Context: an optimization exercise on an open-source flow, tuned for small area. The choices shown serve that exercise and are no tape-out recipe.
Only simulation tests tie the RTL to the original design; equivalence was not proved.
Power is estimated from default activity; no workload was simulated.

job 101:
==> flow/design.v <==
module tic_tac_toe_top(
    input reset,
    input clk,
    output [3:0] DISP_EN,
    output [7:0] SEGMENTS,
    output [4:1] COL,
    input [4:1] ROW
    );
reg       p;       
reg [4:0] dcnt;    
reg [1:0] dig;     
reg [6:0] kcnt;    
reg [1:0] ps;      
reg [9:0] acnt;    
reg       blink;
reg       act;     
reg [3:0] k;       
reg [8:0] b1;      
reg [8:0] b2;      
wire [8:0] occ = b1 | b2;
reg       turn;    
reg [1:0] wreg;    
wire dterm = (dcnt == 5'b10010);
wire kterm = (kcnt == 7'b1101001);
wire aterm = (acnt == 10'b1010011011);
wire disp_en = ~p & dterm;
wire kp_en   = ~p & kterm;
wire fin_en  = ~p & aterm;
wire auto_reset = act & k[3] & k[2] & k[1];
wire [1:0] win = auto_reset ? 2'b00 : wreg;
wire g0 = (dig == 2'b00), g1 = (dig == 2'b01), g2 = (dig == 2'b11), g3 = (dig == 2'b10);
wire q0 = (ps == 2'b00), q1 = (ps == 2'b01), q2 = (ps == 2'b11), q3 = (ps == 2'b10);
assign COL = {~q0, ~q1, ~q2, ~q3};
wire r3 = ~ROW[3];
wire r2 = ROW[3] & ~ROW[2];
wire r1 = ROW[3] & ROW[2] & ~ROW[1];
wire c1 = q3, c2 = q2, c3 = q1;
wire [8:0] sel = {c3 & r1, c2 & r1, c1 & r1,
                  c3 & r2, c2 & r2, c1 & r2,
                  c3 & r3, c2 & r3, c1 & r3};
wire take = |(sel & ~occ);
function line(input [8:0] b);
   line = (b[0] & b[1] & b[2]) | (b[3] & b[4] & b[5]) | (b[6] & b[7] & b[8]) |
          (b[0] & b[4] & b[8]) | (b[6] & b[4] & b[2]) | (b[0] & b[3] & b[6]) |
          (b[1] & b[4] & b[7]) | (b[2] & b[5] & b[8]);
endfunction
wire l1 = line(b1);
wire l2 = line(b2);
wire full = &occ;
reg [1:0] sm;      
reg       sa, sb, sc;
wire [8:0] sv = ~b1 & (~b2 | {9{blink}});
wire na = (win == 2'b00) ? (g3 ? ~turn : (g0 & sv[6]) | (g1 & sv[7]) | (g2 & sv[8])) :
          (win == 2'b11) ? ~g1 : blink;
wire nb = (win == 2'b00) ? (g3 ? ~turn : (g0 & sv[0]) | (g1 & sv[1]) | (g2 & sv[2])) :
          (win == 2'b11) ? (g0 | g2) : blink;
wire nc = (win == 2'b00) ? (g3 ? ~turn : (g0 & sv[3]) | (g1 & sv[4]) | (g2 & sv[5])) :
          (win == 2'b11) ? (g0 | g2) : blink;
wire m0 = (sm == 2'b00), m1 = (sm == 2'b01), m2 = (sm == 2'b10), m3 = (sm == 2'b11);
wire x3 = g0, x0 = g1, x2 = g3;
wire [7:1] seg = {sa | m1,
                  m0 ? ~x3 : m3 ? ~x0 : sa,
                  m0 ? (~x3 | ~sa) : m1 ? sa : m2 ? 1'b1 : ~x0,
                  sb | m1,
                  m0 ? (~x3 | sa) : m1 ? 1'b1 : m2 ? sa : sb,
                  ~m3 | sb,
                  sc | m1};
always @(posedge clk) begin
   if (reset) begin
      p <= 1'b0;
      dcnt <= 5'b11111;
      dig <= 2'b00;
      kcnt <= 7'b1111111;
      ps <= 2'b00;
      acnt <= 10'b1111111111;
      blink <= 1'b0;
      act <= 1'b0;
      k <= 4'd0;
      b1 <= 9'd0;
      b2 <= 9'd0;
      turn <= 1'b0;
      sm <= 2'b01;
      {sa, sb, sc} <= 3'b111;
   end else begin
      p <= ~p;
      dcnt <= dterm ? 5'b11111 : {dcnt[3:0], dcnt[4] ^ dcnt[2]};
      kcnt <= kterm ? 7'b1111111 : {kcnt[5:0], kcnt[6] ^ kcnt[5]};
      acnt <= aterm ? 10'b1111111111 : {acnt[8:0], acnt[9] ^ acnt[6]};
      if (aterm)
         blink <= ~blink;
      if (disp_en) begin
         dig <= {dig[0], ~dig[1]};
         sm <= win;
         {sa, sb, sc} <= {na, nb, nc};
      end
      if (kp_en) begin
         ps <= {ps[0], ~ps[1]};
         if (auto_reset) begin
            b1 <= 9'd0;
            b2 <= 9'd0;
            turn <= 1'b0;
         end else if (take) begin
            if (turn)
               b2 <= b2 | sel;
            else
               b1 <= b1 | sel;
            turn <= ~turn;
         end
      end
      if (fin_en) begin
         if (act)
            {act, k} <= {act, k} + 5'd1;
         else
            act <= |win;
      end
   end
end
always @(posedge clk) begin
   if (~p)
      wreg <= l1 ? 2'b01 : l2 ? 2'b10 : full ? 2'b11 : 2'b00;
end
assign DISP_EN = {~g3, ~g2, ~g1, ~g0};
assign SEGMENTS = {seg, 1'b1};
endmodule
clock: 5.0 ns
lec_check: 0
cap_margin: 20
core_margin: 2
core_utilization: 70
slew_margin: 20
standard.sh (not shown) runs the stock make flow with config.mk's settings and CLKGATE_MAP_FILE= SYNTH_SCRIPT=/design/flow/synth_recipe.tcl, a recipe that flattens the netlist after the stock synthesis.
==> flow/flow/run.sh <==
#!/bin/bash
# Standard ORFS layout with area recovery after floorplan (restructure and
# downsizing), minimum-size port buffers and a clock tree of small buffers.
set -euo pipefail
W=$(pwd)
export FLOW_DIR=$W/flow
export AREA_LIB=$W/area.lib
export RESTRUCTURE_DIR=$W/restructure
mkdir -p $RESTRUCTURE_DIR
PLAT=$FLOW_HOME/platforms/sky130hd
python3 flow/filter_lib.py $PLAT/lib/sky130_fd_sc_hd__tt_025C_1v80.lib $AREA_LIB > filter_lib.log 2>&1
bash standard.sh synth > synth.log 2>&1
bash standard.sh \
  "POST_FLOORPLAN_TCL=$FLOW_DIR/post_floorplan.tcl" \
  "BUFFER_PORTS_ARGS=-buffer_cell sky130_fd_sc_hd__buf_1" \
  "CTS_ARGS=-sink_clustering_enable -repair_clock_nets -dont_use_dummy_load -buf_list sky130_fd_sc_hd__clkbuf_4" \
  finish > layout.log 2>&1
Other scripts of this flow, unchanged in this note and not shown: flow/flow/downsize.tcl, flow/flow/filter_lib.py, flow/flow/post_floorplan.tcl
Changes in job 102 relative to job 101:
==> flow/design.v <==
module tic_tac_toe_top(
    input reset,
    input clk,
    output [3:0] DISP_EN,
    output [7:0] SEGMENTS,
    output [4:1] COL,
    input [4:1] ROW
    );
reg       p;       
reg [4:0] dcnt;    
reg [1:0] dig;     
reg [6:0] kcnt;    
reg [1:0] ps;      
reg [9:0] acnt;    
reg       blink;
reg       act;     
reg [3:0] k;       
reg [8:0] occ;     
reg [8:0] own;     
reg       turn;    
reg [1:0] wreg;    
wire dterm = (dcnt == 5'b10010);
wire kterm = (kcnt == 7'b1101001);
wire aterm = (acnt == 10'b1010011011);
wire disp_en = ~p & dterm;
wire kp_en   = ~p & kterm;
wire fin_en  = ~p & aterm;
wire auto_reset = act & k[3] & k[2] & k[1];
wire [1:0] win = auto_reset ? 2'b00 : wreg;
wire g0 = (dig == 2'b00), g1 = (dig == 2'b01), g2 = (dig == 2'b11), g3 = (dig == 2'b10);
wire q0 = (ps == 2'b00), q1 = (ps == 2'b01), q2 = (ps == 2'b11), q3 = (ps == 2'b10);
assign COL = {~q0, ~q1, ~q2, ~q3};
wire r3 = ~ROW[3];
wire r2 = ROW[3] & ~ROW[2];
wire r1 = ROW[3] & ROW[2] & ~ROW[1];
wire c1 = q3, c2 = q2, c3 = q1;
wire [8:0] sel = {c3 & r1, c2 & r1, c1 & r1,
                  c3 & r2, c2 & r2, c1 & r2,
                  c3 & r3, c2 & r3, c1 & r3};
wire take = |(sel & ~occ);
wire [8:0] b1 = occ & ~own;
wire [8:0] b2 = occ & own;
function line(input [8:0] b);
   line = (b[0] & b[1] & b[2]) | (b[3] & b[4] & b[5]) | (b[6] & b[7] & b[8]) |
          (b[0] & b[4] & b[8]) | (b[6] & b[4] & b[2]) | (b[0] & b[3] & b[6]) |
          (b[1] & b[4] & b[7]) | (b[2] & b[5] & b[8]);
endfunction
wire l1 = line(b1);
wire l2 = line(b2);
wire full = &occ;
reg [1:0] sm;      
reg       sa, sb, sc;
wire [8:0] sv = ~occ | (own & {9{blink}});
wire na = (win == 2'b00) ? (g3 ? ~turn : (g0 & sv[6]) | (g1 & sv[7]) | (g2 & sv[8])) :
          (win == 2'b11) ? ~g1 : blink;
wire nb = (win == 2'b00) ? (g3 ? ~turn : (g0 & sv[0]) | (g1 & sv[1]) | (g2 & sv[2])) :
          (win == 2'b11) ? (g0 | g2) : blink;
wire nc = (win == 2'b00) ? (g3 ? ~turn : (g0 & sv[3]) | (g1 & sv[4]) | (g2 & sv[5])) :
          (win == 2'b11) ? (g0 | g2) : blink;
wire m0 = (sm == 2'b00), m1 = (sm == 2'b01), m2 = (sm == 2'b10), m3 = (sm == 2'b11);
wire x3 = g0, x0 = g1, x2 = g3;
wire [7:1] seg = {sa | m1,
                  m0 ? ~x3 : m3 ? ~x0 : sa,
                  m0 ? (~x3 | ~sa) : m1 ? sa : m2 ? 1'b1 : ~x0,
                  sb | m1,
                  m0 ? (~x3 | sa) : m1 ? 1'b1 : m2 ? sa : sb,
                  ~m3 | sb,
                  sc | m1};
always @(posedge clk) begin
   if (reset) begin
      p <= 1'b0;
      dcnt <= 5'b11111;
      dig <= 2'b00;
      kcnt <= 7'b1111111;
      ps <= 2'b00;
      acnt <= 10'b1111111111;
      blink <= 1'b0;
      act <= 1'b0;
      k <= 4'd0;
      occ <= 9'd0;
      turn <= 1'b0;
      sm <= 2'b01;
      {sa, sb, sc} <= 3'b111;
   end else begin
      p <= ~p;
      dcnt <= dterm ? 5'b11111 : {dcnt[3:0], dcnt[4] ^ dcnt[2]};
      kcnt <= kterm ? 7'b1111111 : {kcnt[5:0], kcnt[6] ^ kcnt[5]};
      acnt <= aterm ? 10'b1111111111 : {acnt[8:0], acnt[9] ^ acnt[6]};
      if (aterm)
         blink <= ~blink;
      if (disp_en) begin
         dig <= {dig[0], ~dig[1]};
         sm <= win;
         {sa, sb, sc} <= {na, nb, nc};
      end
      if (kp_en) begin
         ps <= {ps[0], ~ps[1]};
         if (auto_reset) begin
            occ <= 9'd0;
            turn <= 1'b0;
         end else if (take) begin
            occ <= occ | sel;
            turn <= ~turn;
         end
      end
      if (fin_en) begin
         if (act)
            {act, k} <= {act, k} + 5'd1;
         else
            act <= |win;
      end
   end
end
always @(posedge clk) begin
   own <= (own & occ) | ({9{turn}} & ~occ);
   if (~p)
      wreg <= l1 ? 2'b01 : l2 ? 2'b10 : full ? 2'b11 : 2'b00;
end
assign DISP_EN = {~g3, ~g2, ~g1, ~g0};
assign SEGMENTS = {seg, 1'b1};
endmodule
==> run notes <==
Job 102 gives less combinational power share than job 101 did. Flip-flop and latch area: job 102 > job 101. Job 102 vs job 101 on total routing resource utilization after global routing: job 102 is the higher one. Taking job 101 as the reference, in job 102 clock power share saw a decrease, final-layout non-clock buffer area share saw a decrease, total number of tap cells saw a decrease. Delta (job 102 minus job 101): via count rose 9; area after synthesis down about 2%; ratio of cells with drive above 1 in the final layout went down by 0.64 points. Job 102 vs. job 101: number of instances in the synthesized netlist shrank by 20, final instance area grew by 34 um^2, floorplan die area shrank by 1.9%.

==> what the ideal ports hide <==
Ports are ideal in the flow. The routed layouts listed here were re-timed in OpenROAD. Step 1 (the two cells are an assumption about what drives the block):
set clk [get_ports {clk}]
set_driving_cell -lib_cell sky130_fd_sc_hd__clkbuf_16 $clk
set_driving_cell -lib_cell sky130_fd_sc_hd__buf_2 [delete_from_list [all_inputs] $clk]
Step 2 moves the port delays by t, midway between the first and last clock arrival at a register: inputs arrive t later, outputs are due t later. That takes back most of the time a late clock gives input paths. a / b / c = ideal ports / drivers / drivers and shift; a / b = the first two.
run	t, ns	slack for setup (ns)	worst hold slack (ns)	worst slew at a driven data input, ns
job 101	0.401	2.070 / 2.043 / 2.349	0.435 / 0.435 / 0.435	0.03
job 102	0.404	2.104 / 2.104 / 2.104	0.405 / 0.405 / 0.405	0.03
After both steps setup and hold are still met in every run listed.
